From an optimization exercise on the open Yosys and OpenROAD flow, aimed at small area; shortcuts taken in it are not production practice.
No activity file was given, so power comes from the tool's default toggle rates.

## sierra
Design top, start of the top module:
module top(
	input clk, 
	input rst, 
	input [7:0]sw, 
	input [3:0]btn, 
	output [3:0]an, 
	output reg [6:0]seg, 
	output dp, 
	output [7:0]led, 
	output beep 
	);
export LEC_CHECK = 0
export CAP_MARGIN = 20
export CORE_MARGIN = 2
export CORE_UTILIZATION = 60
export CTS_BUF_LIST = sky130_fd_sc_hd__clkbuf_4
export SLEW_MARGIN = 20
create_clock -name core_clock -period 12.0 [get_ports {clk}]
standard.sh (not shown) runs the stock make flow with config.mk's settings and CLKGATE_MAP_FILE= SYNTH_SCRIPT=/design/flow/synth_recipe.tcl, a recipe that flattens the netlist after the stock synthesis.
==> flow/flow/run.sh <==
#!/bin/bash
# Own flow: the standard synthesis, then its combinational logic re-mapped
# for area by ABC (flip-flop instances untouched), then the standard layout.
# Each tool writes its full output to a log file in this folder.
set -euo pipefail
R=$PWD/orfs/results/$FLOW_PLATFORM/top/base
LIB=$FLOW_HOME/platforms/$FLOW_PLATFORM/lib/sky130_fd_sc_hd__tt_025C_1v80.lib
YOSYS=$FLOW_HOME/../tools/install/yosys/bin/yosys
command -v "$YOSYS" >/dev/null 2>&1 || YOSYS=yosys

bash standard.sh synth > synth_std.log 2>&1
cp $R/1_2_yosys.v netlist_std.v

FFS=$(grep -o "sky130_fd_sc_hd__[a-z]*df[a-z0-9_]*" netlist_std.v | sort -u | tr '\n' ' ')
sed -e "s#@LIB@#$LIB#g" -e "s#@FFS@#$FFS#g" -e "s#@ABC@#$PWD/flow/area.abc#g" \
    -e "s#@IN@#$PWD/netlist_std.v#g" -e "s#@OUT@#$PWD/netlist_resyn.v#g" flow/resyn.ys > resyn.ys
"$YOSYS" -l resyn.log -s resyn.ys > /dev/null 2>&1

cp netlist_resyn.v $R/1_2_yosys.v
rm -f $R/1_synth.odb $R/1_synth.sdc
bash standard.sh synth > synth_odb.log 2>&1
bash standard.sh > layout.log 2>&1
==> flow/flow/area.abc <==
strash
balance -l
resub -K 6 -l
rewrite -l
resub -K 6 -N 2 -l
refactor -l
resub -K 8 -l
balance -l
resub -K 8 -N 2 -l
rewrite -l
resub -K 10 -l
rewrite -z -l
resub -K 10 -N 2 -l
balance -l
resub -K 12 -l
refactor -z -l
resub -K 12 -N 2 -l
rewrite -z -l
balance -l
&get -n
&deepsyn -T 60
&put
dch -f
amap
==> flow/flow/resyn.ys <==
# re-map the combinational logic of the standard synthesis netlist
read_liberty -ignore_miss_func @LIB@
read_verilog @IN@
hierarchy -top top
setattr -mod -set keep_hierarchy 1 @FFS@
flatten top
select -module top
opt_clean
abc -liberty @LIB@ -script @ABC@ -dont_use sky130_fd_sc_hd__probe_p_8 -dont_use sky130_fd_sc_hd__probec_p_8 -dont_use *lpflow*
opt_clean -purge
hilomap -singleton -hicell sky130_fd_sc_hd__conb_1 HI -locell sky130_fd_sc_hd__conb_1 LO
splitnets
opt_clean -purge
select -clear
tee -o resyn_stat.txt stat -liberty @LIB@ top
select top
write_verilog -noattr -nohex -nodec -selected @OUT@
Looking at the reports, sierra completed the entire flow and the layout it produced met the timing, DRC and antenna checks.
--- input diff sierra..willow ---
# sierra
export LEC_CHECK = 0
export CAP_MARGIN = 20
export CORE_MARGIN = 2
export CORE_UTILIZATION = 60
export CTS_BUF_LIST = sky130_fd_sc_hd__clkbuf_4
export SLEW_MARGIN = 20
create_clock -name core_clock -period 12.0 [get_ports {clk}]
# willow
export LEC_CHECK = 0
export CAP_MARGIN = 20
export CORE_MARGIN = 2
export CORE_UTILIZATION = 50
export CTS_BUF_LIST = sky130_fd_sc_hd__clkbuf_8
export CTS_CLUSTER_DIAMETER = 40
export CTS_CLUSTER_SIZE = 20
export SLEW_MARGIN = 20
create_clock -name core_clock -period 12.0 [get_ports {clk}]
--- outcome ---
Part of the cycle the worst path needs delta for willow relative to sierra: 3.0 points lower. Against sierra, the final cell area of willow is higher. Clock share of power: willow vs sierra up 1.9 points. Switching share of total power on willow is up relative to sierra. willow vs sierra — area of the die rose 20%. willow ends up with higher total wire length than sierra does. Highest attainable clock frequency, willow and sierra: larger value in willow. Compared with sierra, in willow final cell count without fillers climbed 22, total power climbed 0.00012 W.
What indigo does differently from willow at the input level:
# willow
export LEC_CHECK = 0
export CAP_MARGIN = 20
export CORE_MARGIN = 2
export CORE_UTILIZATION = 50
export CTS_BUF_LIST = sky130_fd_sc_hd__clkbuf_8
export CTS_CLUSTER_DIAMETER = 40
export CTS_CLUSTER_SIZE = 20
export SLEW_MARGIN = 20
create_clock -name core_clock -period 12.0 [get_ports {clk}]
# indigo
export LEC_CHECK = 0
export CAP_MARGIN = 20
export CORE_MARGIN = 2
export CORE_UTILIZATION = 40
export SLEW_MARGIN = 20
create_clock -name core_clock -period 12.0 [get_ports {clk}]
==> comparison <==
As of indigo, net load switching power had fallen by more than 10% compared to willow. indigo vs willow, share of the clock period used by the worst path went up by 5.3 points. indigo has worst setup slack before clock tree synthesis below what willow had. willow has lower half-perimeter wire length of the detailed placement result than indigo. indigo vs willow, final critical delay including setup and external delays went up by 0.63 ns.
Function was not checked in any run of this note: the RTL went through the layout flow alone.

## separate check: timing with driven ports
Ports are ideal in the flow. The routed layouts listed here were re-timed in OpenROAD. Step 1, drivers: a clkbuf_16 drives clk and a buf_2 each remaining input, both assumed. Step 2 adds t to the input delays and takes it off the output delays; t is the mean of the earliest and latest rising clock arrival at the registers after step 1. Input paths then give back, and output paths get back, about the clock's delay inside the block. Three values: ideal, step 1, step 2; two values: the first two.
| run | t, ns | setup slack, ns | hold slack, ns |
|---|---|---|---|
| sierra | 0.849 | 1.849 / 1.802 / 2.651 | 0.389 / 0.389 / 0.389 |
| willow | 0.717 | 2.215 / 2.158 / 2.875 | 0.414 / 0.414 / 0.414 |
| indigo | 0.650 | 1.584 / 1.527 / 2.177 | 0.417 / 0.417 / 0.417 |
After both steps setup and hold are still met in every run listed.
